What follows belongs to an exercise in optimizing a design on an open flow for small area and a short achievable clock period; a production flow would make more cautious choices.
Where RTL was checked, it was by simulation tests only, not by an equivalence proof against the original.
No activity file was given, so power comes from the tool's default toggle rates.

==> flow/design.v <==
module Slice(A, B, din, rA, rD,
             nld, g,
             aD, aB, aR, aL, aA,
             bD, bB, bR, bA,
             a, an, bn);
input  A, B, din, rA, rD;
input  nld, g;
input  aD, aB, aR, aL, aA;
input  bD, bB, bR, bA;
output a, an, bn;
wire an1, an2, bn1, bn2;
assign a = ~(A & nld) ^ ~(din & g);
AOI222 u0(din, aD, B, aB, rA, aR, an1);
AOI22  u1(rD, aL, a, aA, an2);
assign an = ~(an1 & an2);
AOI22  u2(din, bD, B, bB, bn1);
AOI22  u3(rA, bR, a, bA, bn2);
assign bn = ~(bn1 & bn2);
endmodule
module AOI222(a1, a2, b1, b2, c1, c2, y);
input  a1, a2, b1, b2, c1, c2;
output y;
assign y = ~((a1 & a2) | (b1 & b2) | (c1 & c2));
endmodule
module AOI22(a1, a2, b1, b2, y);
input  a1, a2, b1, b2;
output y;
assign y = ~((a1 & a2) | (b1 & b2));
endmodule
module GS(a3,a2,a1,a0,
          b3,b2,b1,b0);
input  a3,a2,a1,a0;
output b3,b2,b1,b0;
wire t1 = a1 ^ (a0 & a2);
wire t0 = a0 ^ (t1 & a3);
wire t2 = a2 ^ (t0 | t1);
wire t3 = a3 ^ ~t2;
wire s1 = t1 ^ ~t3;
wire s2 = t2 ^ (t0 & s1);
assign b3 = t0;
assign b2 = s2;
assign b1 = s1;
assign b0 = t3;
endmodule
module RoundFunction(a,
                     ck,
                     rc,
                     b);
input [63:0] a;
input [31:0] ck;
input [5:0]  rc;
output[63:0] b;
wire [15:0] s [0:3];
wire [15:0] p [0:3];
genvar i, m;
generate
    for (i = 0; i < 16; i = i + 1) begin : g
        GS sb(a[4*i+3], a[4*i+2], a[4*i+1], a[4*i],
              s[3][i], s[2][i], s[1][i], s[0][i]);
        for (m = 0; m < 4; m = m + 1) begin : h
            assign p[m][4*((m-i+16)%4) + i/4] = s[m][i];
        end
        assign b[4*i]   = p[0][i] ^ ck[i];
        assign b[4*i+1] = p[1][i] ^ ck[16+i];
        assign b[4*i+2] = p[2][i];
        if (i < 6)
            assign b[4*i+3] = p[3][i] ^ rc[i];
        else if (i == 15)
            assign b[4*i+3] = ~p[3][i];
        else
            assign b[4*i+3] = p[3][i];
    end
endgenerate
endmodule
module LDMAC(clk,rst,
             load_s1,load_s2,
             load_k,
             load_m,
             din,
             dout,
             dout_valid,
             done);
input            clk,rst;
input            load_s1,load_s2;
output reg       load_k;
output reg       load_m;
input     [63:0] din;
output    [63:0] dout;
output reg       dout_valid;
output reg       done;
localparam [5:0] F12 = 6'd60;
localparam [5:0] F27 = 6'd5;
reg s2A;     
reg xph;     
reg sw;      
reg pf;      
reg pm;      
reg em;      
reg kb;      
reg kl;      
wire X1  = xph & ~s2A;
wire X2  = xph & s2A;
wire P1  = pm & ~s2A;
wire P2  = pm & s2A;
wire P1F = pf & ~s2A;
wire P2F = pf & s2A;
wire KA1 = kl & ~kb & ~s2A;
wire KA2 = kl & ~kb & s2A;
wire KB1 = kb & ~s2A;
wire KB2 = kb & s2A;
wire E1  = em & ~kb & ~s2A;
wire E2  = em & ~kb & s2A;
wire E1F = sw & ~xph & ~pf & ~s2A;
wire E2F = sw & ~xph & ~pf & s2A;
reg [2:0] blok;
wire bu  = (blok == 3'd7);
wire [5:0] rc;
wire t12 = (r == F12);
wire t27 = (r == F27);
wire lfsr_clr = X2 | KA1 | KA2 | P1F | P2F | E1F | E2F;
wire nX1  = ~rst & (P2F | E2F) | rst;
wire nX2  = ~rst & X1;
wire nP1  = ~rst & ((X2 & ~bu) | (P1 & ~t12));
wire nP1F = ~rst & P1 & t12;
wire nP2  = ~rst & (P1F | (P2 & ~t12));
wire nP2F = ~rst & P2 & t12;
wire nKA1 = ~rst & X2 & bu;
wire nKB1 = ~rst & KA1;
wire nE1  = ~rst & (KB1 | (E1 & ~t27));
wire nE1F = ~rst & E1 & t27;
wire nKA2 = ~rst & E1F;
wire nKB2 = ~rst & KA2;
wire nE2  = ~rst & (KB2 | (E2 & ~t27));
wire nE2F = ~rst & E2 & t27;
always @(posedge clk) begin
    s2A <= nX2 | nP2 | nP2F | nKA2 | nKB2 | nE2 | nE2F;
    xph <= nX1 | nX2;
    sw  <= nX1 | nX2 | nP1F | nP2F | nE1F | nE2F;
    pf  <= nP1F | nP2F;
    pm  <= nP1 | nP2;
    em  <= nKB1 | nKB2 | nE1 | nE2;
    kb  <= nKB1 | nKB2;
    kl  <= nKA1 | nKB1 | nKA2 | nKB2;
end
always @(posedge clk) begin
    dout_valid <= ~rst & (E1 | E2) & t27;
    done       <= ~rst & E2 & t27;
    load_k     <= ~rst & ((X2 & bu) | KA1 | E1F | KA2);
    load_m     <= X2;
    blok       <= rst ? 3'd0 : blok + {2'd0, X2};
end
reg [5:0] r;
assign rc = {r[4:0], ~(r[5] ^ r[4])};
always @(posedge clk) begin
    r <= lfsr_clr ? 6'd0 : rc;
end
reg  [127:0] k;
wire [127:0] kuo;
assign kuo = {k[17:16], k[31:18], k[11:0], k[15:12], k[127:32]};
always @(posedge clk) begin
    if (kl) k <= {k[63:0], din};
    else                       k <= kuo;
end
wire [31:0] kw  = kb ? din[31:0] : k[63:32];
wire [31:0] ck;
assign ck[15:0]  = {16{~em}} | kw[15:0];
assign ck[31:16] = {16{em}} & kw[31:16];
wire sel2 = s2A & ~rst;
wire ldc  = sel2 ? load_s2 : load_s1;              
wire ldo  = sel2 ? load_s1 : load_s2;              
wire nrst = ~rst;
reg  [63:0] A, B;
wire [63:0] a, an, bn, rA, rD;
wire aD = nrst & sw & ldo;                         
wire aB = nrst & sw & ~ldo;                        
wire aR = nrst & (em | pm) & ~ldc;                 
wire aL = nrst & em & ldc;                         
wire aA = ~(aD | aB | aR | aL);                    
wire bA = nrst & sw & (~pf | ldc);                 
wire bR = nrst & pf & ~ldc;                        
wire bD = (rst | ~sw) & ldo;                       
wire bB = (rst | ~sw) & ~ldo;                      
RoundFunction rf0(A,   ck, rc, rA);
RoundFunction rf1(din, ck, rc, rD);
genvar i;
generate
    for (i = 0; i < 64; i = i + 1) begin : g_bit
        Slice sl(A[i], B[i], din[i], rA[i], rD[i],
                 ~ldc, ldc | rst | xph,
                 aD, aB, aR, aL, aA,
                 bD, bB, bR, bA,
                 a[i], an[i], bn[i]);
    end
endgenerate
always @(posedge clk) begin
    A <= an;
    B <= bn;
end
assign dout = A;
endmodule
export LEC_CHECK = 0
export CAP_MARGIN = 20
export CORE_MARGIN = 2
export CORE_UTILIZATION = 40
export CTS_CLUSTER_DIAMETER = 100
export CTS_CLUSTER_SIZE = 20
export SETUP_SLACK_MARGIN = 3.0
export SLEW_MARGIN = 20
export SYNTH_HIERARCHICAL = 1
export TNS_END_PERCENT = 0
create_clock -name core_clock -period 5.0 [get_ports {clk}]
standard.sh (not shown) runs the stock make flow with config.mk's settings and CLKGATE_MAP_FILE= SYNTH_SCRIPT=/design/flow/synth_recipe.tcl, a recipe that flattens the netlist after the stock synthesis.
==> flow/flow/run.sh <==
#!/bin/bash
set -euo pipefail
export BUFFER_PORTS_ARGS="-buffer_cell sky130_fd_sc_hd__buf_2"
bash standard.sh ABC_LOAD_IN_FF=2 finish > standard_flow.log 2>&1
Rerun with:
--- a/flow/design.v
+++ b/flow/design.v
@@ -156,12 +156,14 @@
 end
 reg  [127:0] k;
 wire [127:0] kuo;
 assign kuo = {k[17:16], k[31:18], k[11:0], k[15:12], k[127:32]};
 always @(posedge clk) begin
-    if (kl) k <= {k[63:0], din};
-    else                       k <= kuo;
+    if (kl) k[63:0] <= din;
+    else    k[63:0] <= kuo[63:0];
+    if (kb) k[127:64] <= k[63:0];
+    else    k[127:64] <= kuo[127:64];
 end
 wire [31:0] kw  = kb ? din[31:0] : k[63:32];
 wire [31:0] ck;
 assign ck[15:0]  = {16{~em}} | kw[15:0];
 assign ck[31:16] = {16{em}} & kw[31:16];
The new run passed the timing, DRC and antenna checks.
Wire length went up by 0.98%.
Setup slack gets worse by 0.0051 ns.
Power went down by 13%.
Sequential power went down by 6.5%.
Cell count barely changes.
Count of clock-buffer cells in the layout went up by 3.
Maximum frequency barely changes.
Global-route usage went up by 0.10 points.
Final area went up by 0.33%.
Sequential cell count stays the same.
Clock skew stays flat.
Only the layout flow was run in the second run of this note; the RTL was not checked for function there.

* * *

Setup of rev 12:
Another version of the RTL of LDMAC (not shown whole).
Size: roughly 1600 cells after synthesis, about 280 flip-flops, about 140 I/O pins, about 0.015 sq mm of cells after synthesis.
==> module Slice, before the edit <==
module Slice(A, B, din, rA, rD,
             dx,
             aD, aB, aR, aL, aA,
             bD, bB, bR, bA,
             a, an, bn);
input  A, B, din, rA, rD;
input  dx;
input  aD, aB, aR, aL, aA;
input  bD, bB, bR, bA;
output a, an, bn;
wire an1, an2, bn1, bn2;
assign a = A ^ (din & dx);
AOI222 u0(din, aD, B, aB, rA, aR, an1);
AOI22  u1(rD, aL, a, aA, an2);
assign an = ~(an1 & an2);
AOI22  u2(din, bD, B, bB, bn1);
AOI22  u3(rA, bR, a, bA, bn2);
assign bn = ~(bn1 & bn2);
endmodule
==> module LDMAC, before the edit <==
module LDMAC(clk,rst,
             load_s1,load_s2,
             load_k,
             load_m,
             din,
             dout,
             dout_valid,
             done);
input            clk,rst;
input            load_s1,load_s2;
output reg       load_k;
output reg       load_m;
input     [63:0] din;
output    [63:0] dout;
output reg       dout_valid;
output reg       done;
localparam [5:0] F12 = 6'd60;
localparam [5:0] F27 = 6'd5;
reg s2A;     
reg xph;     
reg sw;      
reg pf;      
reg pm;      
reg em;      
reg kb;      
reg kl;      
wire X1  = xph & ~s2A;
wire X2  = xph & s2A;
wire P1  = pm & ~s2A;
wire P2  = pm & s2A;
wire P1F = pf & ~s2A;
wire P2F = pf & s2A;
wire KA1 = kl & ~kb & ~s2A;
wire KA2 = kl & ~kb & s2A;
wire KB1 = kb & ~s2A;
wire KB2 = kb & s2A;
wire E1  = em & ~kb & ~s2A;
wire E2  = em & ~kb & s2A;
wire E1F = sw & ~xph & ~pf & ~s2A;
wire E2F = sw & ~xph & ~pf & s2A;
reg [2:0] blok;
wire bu  = (blok == 3'd7);
wire [5:0] rc;
wire t12 = (r == F12);
wire t27 = (r == F27);
wire lfsr_clr = X2 | KA1 | KA2 | P1F | P2F | E1F | E2F;
wire nX1  = ~rst & (P2F | E2F) | rst;
wire nX2  = ~rst & X1;
wire nP1  = ~rst & ((X2 & ~bu) | (P1 & ~t12));
wire nP1F = ~rst & P1 & t12;
wire nP2  = ~rst & (P1F | (P2 & ~t12));
wire nP2F = ~rst & P2 & t12;
wire nKA1 = ~rst & X2 & bu;
wire nKB1 = ~rst & KA1;
wire nE1  = ~rst & (KB1 | (E1 & ~t27));
wire nE1F = ~rst & E1 & t27;
wire nKA2 = ~rst & E1F;
wire nKB2 = ~rst & KA2;
wire nE2  = ~rst & (KB2 | (E2 & ~t27));
wire nE2F = ~rst & E2 & t27;
always @(posedge clk) begin
    s2A <= nX2 | nP2 | nP2F | nKA2 | nKB2 | nE2 | nE2F;
    xph <= nX1 | nX2;
    sw  <= nX1 | nX2 | nP1F | nP2F | nE1F | nE2F;
    pf  <= nP1F | nP2F;
    pm  <= nP1 | nP2;
    em  <= nKB1 | nKB2 | nE1 | nE2;
    kb  <= nKB1 | nKB2;
    kl  <= nKA1 | nKB1 | nKA2 | nKB2;
end
always @(posedge clk) begin
    dout_valid <= ~rst & (E1 | E2) & t27;
    done       <= ~rst & E2 & t27;
    load_k     <= ~rst & ((X2 & bu) | KA1 | E1F | KA2);
    load_m     <= X2;
    blok       <= rst ? 3'd0 : blok + {2'd0, X2};
end
reg [5:0] r;
assign rc = {r[4:0], ~(r[5] ^ r[4])};
always @(posedge clk) begin
    r <= lfsr_clr ? 6'd0 : rc;
end
reg  [127:0] k;
wire [127:0] kuo;
assign kuo = {k[17:16], k[31:18], k[11:0], k[15:12], k[127:32]};
always @(posedge clk) begin
    if (kl) k[63:0] <= din;
    else    k[63:0] <= kuo[63:0];
    if (kb) k[127:64] <= k[63:0];
    else    k[127:64] <= kuo[127:64];
end
wire [31:0] kw  = kb ? din[31:0] : k[63:32];
wire [31:0] ck;
assign ck[15:0]  = {16{~em}} | kw[15:0];
assign ck[31:16] = {16{em}} & kw[31:16];
wire sel2 = s2A & ~rst;
wire ldc  = sel2 ? load_s2 : load_s1;              
wire ldo  = sel2 ? load_s1 : load_s2;              
wire nrst = ~rst;
reg  [63:0] A, B;
wire [63:0] a, an, bn, rA, rD;
wire ka = kl & ~kb;                                
wire dx = rst | xph;                               
wire aD = rst ? ldc : ((sw & ldo) | ((pm | ka) & ldc));    
wire aB = nrst & sw & ~ldo;                        
wire aR = nrst & (em | pm) & ~ldc;                 
wire aL = nrst & em & ldc;                         
wire aA = ~(aD | aB | aR | aL);                    
wire bD = (nrst & sw) ? ldc : ldo;                 
wire bA = nrst & sw & ~pf & ~ldc;                  
wire bR = nrst & pf & ~ldc;                        
wire bB = (rst | ~sw) & ~ldo;                      
wire [63:0] pA, pD;
genvar i, m;
generate
    for (i = 0; i < 16; i = i + 1) begin : g_sb
        wire [3:0] sa, sd;
        GS sbA(A[4*i+3],   A[4*i+2],   A[4*i+1],   A[4*i],   sa[3], sa[2], sa[1], sa[0]);
        GS sbD(din[4*i+3], din[4*i+2], din[4*i+1], din[4*i], sd[3], sd[2], sd[1], sd[0]);
        for (m = 0; m < 4; m = m + 1) begin : g_pm
            assign pA[4*(4*((m-i+16)%4) + i/4) + m] = sa[m];
            assign pD[4*(4*((m-i+16)%4) + i/4) + m] = sd[m];
        end
    end
endgenerate
wire [63:0] cv;
generate
    for (i = 0; i < 16; i = i + 1) begin : g_cv
        assign cv[4*i]   = ck[i];
        assign cv[4*i+1] = ck[16+i];
        assign cv[4*i+2] = 1'b0;
        assign cv[4*i+3] = (i < 6) ? rc[i] : (i == 15);
    end
endgenerate
assign rA = pA ^ cv;
assign rD = pD ^ cv;
generate
    for (i = 0; i < 64; i = i + 1) begin : g_bit
        Slice sl(A[i], B[i], din[i], rA[i], rD[i],
                 dx,
                 aD, aB, aR, aL, aA,
                 bD, bB, bR, bA,
                 a[i], an[i], bn[i]);
    end
endgenerate
always @(posedge clk) begin
    A <= an;
    B <= bn;
end
assign dout = A;
endmodule
clock: 5.0 ns
lec_check: 0
cap_margin: 20
core_margin: 2
core_utilization: 40
cts_cluster_diameter: 100
cts_cluster_size: 20
setup_slack_margin: 3.0
slew_margin: 20
synth_hierarchical: 1
tns_end_percent: 0
Scripts as last shown in full above: flow/flow/run.sh
#### Input delta (rev 13 over rev 12)
-- flow/design.v --
<<< rev 12, line 1
module Slice(A, B, din, rA, rD,
             dx,
             aD, aB, aR, aL, aA,
             bD, bB, bR, bA,
             a, an, bn);
input  A, B, din, rA, rD;
input  dx;
input  aD, aB, aR, aL, aA;
input  bD, bB, bR, bA;
output a, an, bn;
wire an1, an2, bn1, bn2;
assign a = A ^ (din & dx);
AOI222 u0(din, aD, B, aB, rA, aR, an1);
AOI22  u1(rD, aL, a, aA, an2);
>>> rev 13, line 1
module Slice(A, B, din, rA, rD,
             nld, g,
             aD, aB, aR, aL, aA,
             bD, bB, bR, bA,
             a, an, bn);
input  A, B, din, rA, rD;
input  nld, g;
input  aD, aB, aR, aL, aA;
input  bD, bB, bR, bA;
output a, an, bn;
wire an1, an2, bn1, bn2;
assign a = ~(A & nld) ^ ~(din & g);
AOI222 u0(din, aD, B, aB, rA, aR, an1);
AOI22  u1(rD, aL, a, aA, an2);
<<< rev 12, line 139
reg  [63:0] A, B;
wire [63:0] a, an, bn, rA, rD;
wire ka = kl & ~kb;                                
wire dx = rst | xph;                               
wire aD = rst ? ldc : ((sw & ldo) | ((pm | ka) & ldc));    
wire aB = nrst & sw & ~ldo;                        
wire aR = nrst & (em | pm) & ~ldc;                 
wire aL = nrst & em & ldc;                         
wire aA = ~(aD | aB | aR | aL);                    
wire bD = (nrst & sw) ? ldc : ldo;                 
wire bA = nrst & sw & ~pf & ~ldc;                  
wire bR = nrst & pf & ~ldc;                        
wire bB = (rst | ~sw) & ~ldo;                      
wire [63:0] pA, pD;
>>> rev 13, line 139
reg  [63:0] A, B;
wire [63:0] a, an, bn, rA, rD;
wire aD = nrst & sw & ldo;                         
wire aB = nrst & sw & ~ldo;                        
wire aR = nrst & (em | pm) & ~ldc;                 
wire aL = nrst & em & ldc;                         
wire aA = ~(aD | aB | aR | aL);                    
wire bA = nrst & sw & (~pf | ldc);                 
wire bR = nrst & pf & ~ldc;                        
wire bD = (rst | ~sw) & ldo;                       
wire bB = (rst | ~sw) & ~ldo;                      
wire [63:0] pA, pD;
<<< rev 12, line 177
    for (i = 0; i < 64; i = i + 1) begin : g_bit
        Slice sl(A[i], B[i], din[i], rA[i], rD[i],
                 dx,
                 aD, aB, aR, aL, aA,
                 bD, bB, bR, bA,
>>> rev 13, line 175
    for (i = 0; i < 64; i = i + 1) begin : g_bit
        Slice sl(A[i], B[i], din[i], rA[i], rD[i],
                 ~ldc, ldc | rst | xph,
                 aD, aB, aR, aL, aA,
                 bD, bB, bR, bA,
Results
Summary of rev 13 over rev 12: number of standard cells in the final layout excluding fillers went up 83; critical path data required time went up; cell area after layout climbed about 3.5%; wire length picked up an extra 6.2%. Rev 13 vs. rev 12: worst hold slack went down by 0.026 ns. Comparing number of instances in the placed design for rev 13 and rev 12, the smaller number came from rev 12. Rev 13: full flow OK, the timing, DRC and antenna checks passed. Rev 12 was carried through to the last stage, and its layout satisfied the timing, DRC and antenna checks.
No functional check of the RTL was part of rev 12.

-- re-timing with driven ports --
No port has a modelled driver above. Below, the same layouts with a new extraction and two added sets of constraints. Step 1: set_driving_cell puts a clkbuf_16 on clk and a buf_2 on each other input, an assumption about the parent block. Step 2, shift: input delay + t, output delay - t, t = (earliest + latest rising clock arrival at the registers) / 2. This alone moves slack from input paths to output paths. a / b / c = no drivers / after step 1 / after step 2; a / b = the first two.
| run | t (ns) | setup slack, ns | hold slack, ns |
|---|---|---|---|
| the first run of note 1 | 0.570 | 2.821 / 2.820 / 2.272 | 0.431 / 0.431 / 0.431 |
| the second run of note 1 | 0.568 | 2.816 / 2.786 / 2.218 | 0.459 / 0.459 / 0.459 |
| rev 12 | 0.554 | 2.742 / 2.736 / 2.182 | 0.450 / 0.450 / 0.450 |
| rev 13 | 0.552 | 2.872 / 2.834 / 2.282 | 0.424 / 0.424 / 0.424 |
After both steps every run listed still meets setup and hold. For the second run of note 1, which loses most, drivers alone change the setup slack by -0.030 ns; drivers and shift together by -0.598 ns.
